This design comes from an exercise in tuning for small area and a short achievable clock period on the open sky130 flow, not from production work.
Where RTL was checked, it was by simulation tests only, not by an equivalence proof against the original.
Power figures rest on the tool's default switching activity, not on a simulated workload.

Design hw_cn119652311a_alu, start of the top module:
module hw_cn119652311a_alu (
    input         clk,
    input         rst_n,
    input         wr_en,
    input         rd_en,
    input  [11:0] addr,
    input  [31:0] wr_data,
    output [31:0] rd_data,
    output reg    irq
);
clock: 10.0 ns
lec_check: 0
abc_area: 1
cap_margin: 20
core_margin: 2
core_utilization: 50
cts_cluster_diameter: 100
cts_cluster_size: 26
place_density: 0.8
setup_slack_margin: 4.6
slew_margin: 20
synth_hierarchical: 1
run.sh (not shown) runs the stock make flow with config.mk's settings and CLKGATE_MAP_FILE= SYNTH_SCRIPT=/design/flow/synth_recipe.tcl, a recipe that flattens the netlist after the stock synthesis.
The starting point finished with timing, DRC and antenna clean.
Then changed:
Settings changed: PLACE_DENSITY 0.8 to unset.
=>
- power went up slightly
- synthesized area does not change
- sequential power is about the same
- worst setup slack is better by 11 ps
- maximum frequency stays flat
- via count went down by a few percent
- combinational power went down by a few percent
- cell count is about the same
- worst hold slack barely changes

---

Another version of the RTL of hw_cn119652311a_alu (not shown whole).
For scale: about 3,500 cells after synthesis, about 24,000 µm² of cells after synthesis.
clock: 10.0 ns
lec_check: 0
abc_area: 1
cap_margin: 20
core_margin: 2
core_utilization: 60
cts_cluster_diameter: 100
cts_cluster_size: 26
setup_slack_margin: 4.6
slew_margin: 20
synth_hierarchical: 1
The baseline produced a clean layout.
Change:
- CORE_UTILIZATION: 60 -> 50
- CTS_CLUSTER_SIZE: 26 -> 30
- SETUP_SLACK_MARGIN: 4.6 -> 5.0
=> The new run passed the timing, DRC and antenna checks. First-iteration DRC count shrinks by a quarter to a third. Total power shrinks slightly. Cell area grows slightly. Sequential power is about the same. Fmax grows slightly. Critical path depth stays the same. Setup slack gains 0.046 ns. Clock-buffer cell count shrinks by 3. Wire length shrinks slightly. Global-route usage shrinks by 7.1 points.
Change:
- SETUP_SLACK_MARGIN: 5.0 -> 4.6
=> Final area stays flat; utilization decreases by 0.18 points; hold slack hardly moves; setup slack improved by 0.014 ns; critical path depth does not change; power came out higher by 0.50%; clock skew is about the same.
Change:
- GPL_ROUTABILITY_DRIVEN: default -> 0
The new run completed without violations.
Wire length went down by about 1.3%.
Sequential share of layout area grows by 0.15 points.
Non-clock buffer count went down by 6.

---

north:
Starting RTL as in the previous note.
clock: 10.0 ns
lec_check: 0
abc_area: 1
cap_margin: 20
core_margin: 2
core_utilization: 65
cts_cluster_diameter: 100
cts_cluster_size: 30
setup_slack_margin: 4.6
slew_margin: 20
synth_hierarchical: 1
north: flow completed, timing, DRC and antenna clean
## Diff of input files: south against north
diff --git a/flow/config.mk b/flow/config.mk
--- a/flow/config.mk
+++ b/flow/config.mk
@@ -9,7 +9,7 @@
 export CAP_MARGIN = 20
 export CORE_MARGIN = 2
-export CORE_UTILIZATION = 65
+export CORE_UTILIZATION = 50
 export CTS_CLUSTER_DIAMETER = 100
-export CTS_CLUSTER_SIZE = 30
+export CTS_CLUSTER_SIZE = 26
 export SETUP_SLACK_MARGIN = 4.6
 export SLEW_MARGIN = 20
Against north, south comes in 0.11 ns lower on setup slack of the worst register-to-register path. Relative to north, core footprint has increased by 31% in south. Summary of south over north: antenna diode count lower; final critical delay including setup and external delays lower; clock share of power higher; sequential share of cell area lower. Looking at multi-input logic portion of the cell area, south sits below north.
The inputs of east differ from those of south as listed below.
diff --git a/flow/config.mk b/flow/config.mk
--- a/flow/config.mk
+++ b/flow/config.mk
@@ -12,4 +12,5 @@
 export CTS_CLUSTER_DIAMETER = 100
 export CTS_CLUSTER_SIZE = 26
+export GPL_TIMING_DRIVEN = 1
 export SETUP_SLACK_MARGIN = 4.6
 export SLEW_MARGIN = 20
==> comparison <==
On count of pins over their slew limit, east tracks south almost exactly. From east to south, number of sinks driven by the clock tree did not move at all. Post-layout utilization of the core came out exactly the same in south and east. Re synthesized cell count: no difference whatsoever between south and east. Detailed-route wire length came out exactly the same in south and east. Re finished layout cell area: no difference whatsoever between south and east.

---

Another version of the RTL of hw_cn119652311a_alu (not shown whole).
For scale: ~3100 cells after synthesis, ~81 I/O pins.
make LEC_CHECK=0 ABC_AREA=1 CAP_MARGIN=20 CORE_MARGIN=2 CORE_UTILIZATION=50 SLEW_MARGIN=20 finish   # period 10.0 ns
The starting point produced a clean layout.
Next try:
- SETUP_SLACK_MARGIN: default -> 4.2
Outcome:
- design area climbs by 9.0%
- combinational power climbs by about 10%
- global-route usage climbs by 2.1 points
- sequential share of layout area drops by 3.2 points
- total power is about the same
- non-clock buffer count climbs by 134
No functional check of the RTL was part of any run of this note.

---

hw_cn119652311a_alu, a different RTL version from the one above (not shown whole).
Size in the first run: roughly 390 flip-flops, roughly 81 I/O pins, ~24,000 sq um of cells after synthesis.
clock: 10.0 ns
lec_check: 0
cap_margin: 20
core_margin: 2
core_utilization: 40
slew_margin: 20
The baseline went through all stages and came out clean.
Rerun with:
- ABC_CLOCK_PERIOD_IN_PS: not set -> 4500
- CORE_UTILIZATION: 40 -> 50
- SETUP_SLACK_MARGIN: not set -> 4.5
Clock power climbs by about 9%.
Sequential power barely changes.
Design area went up by 13%.
Maximum frequency rose by 10%.
Clock-buffer cell count goes up by 11.
Power increases by 4.8%.

---

Another version of the RTL of hw_cn119652311a_alu (not shown whole).
For scale: roughly 390 flip-flops, about 81 I/O pins, ~22,000 um2 of cells after synthesis.
Settings: LEC_CHECK=0, ABC_AREA=1, CAP_MARGIN=20, CORE_MARGIN=2, CORE_UTILIZATION=50, SETUP_SLACK_MARGIN=4.5, SLEW_MARGIN=20; clock period 10.0 ns.
Edit:
- CTS_BUF_LIST: unset -> sky130_fd_sc_hd__clkbuf_4
- CTS_CLUSTER_SIZE: unset -> 20
=> Global-route usage goes up by 0.19 points; clock-buffer cell count goes up by 117; die area is unchanged; setup slack loses 86 ps; routed wire length goes up by 0.85%; flip-flop and latch count is unchanged; clock skew goes up by 62 ps; final area stays flat; utilization goes up by 0.14 points.

==> separate check: timing with driven ports <==
The results above use ideal ports. As a check the final layouts listed here were re-extracted and re-timed, cells and wires unchanged.
Step 1 sets driving cells, clkbuf_16 on the clock port and buf_2 on the other inputs (assumed; they add their load-dependent delay and slew).
Step 2 also shifts input and output timing later by t, the mid clock arrival at the registers, as if the neighbouring blocks saw the same clock.
a / b / c = ideal / step 1 / step 2; a / b = the first two.
run | shift t [ns] | setup WS [ns] | clock arrival spread, ns
the first run of note 1 | 0.591 | 4.283 / 4.248 / 4.248 | 0.020 / 0.019
the second run of note 1 | 0.607 | 4.294 / 4.256 / 4.256 | 0.026 / 0.026
the first run of note 2 | 0.599 | 4.293 / 4.258 / 4.258 | 0.025 / 0.025
the second run of note 2 | 0.587 | 4.338 / 4.288 / 4.288 | 0.027 / 0.027
the third run of note 2 | 0.597 | 4.352 / 4.315 / 4.315 | 0.033 / 0.032
the fourth run of note 2 | 0.598 | 4.327 / 4.296 / 4.296 | 0.032 / 0.032
north | 0.587 | 4.161 / 4.114 / 4.114 | 0.053 / 0.052
south | 0.615 | 4.332 / 4.290 / 4.290 | 0.037 / 0.037
east | 0.615 | 4.332 / 4.290 / 4.290 | 0.037 / 0.037
the first run of note 4 | 0.607 | 1.566 / 1.541 / 1.541 | 0.021 / 0.021
the second run of note 4 | 0.609 | 3.678 / 3.641 / 3.641 | 0.014 / 0.015
the first run of note 5 | 0.595 | 0.509 / 0.509 / 0.509 | 0.015 / 0.015
the second run of note 5 | 0.617 | 1.383 / 1.383 / 1.383 | 0.037 / 0.037
the first run of note 6 | 0.627 | 4.025 / 3.974 / 3.974 | 0.026 / 0.027
the second run of note 6 | 0.887 | 3.938 / 3.897 / 3.897 | 0.093 / 0.093
After both steps setup and hold are still met in every run listed. The setup slack of the first run of note 6, which loses most, moves by -0.051 ns with the drivers and by -0.051 ns with both steps.
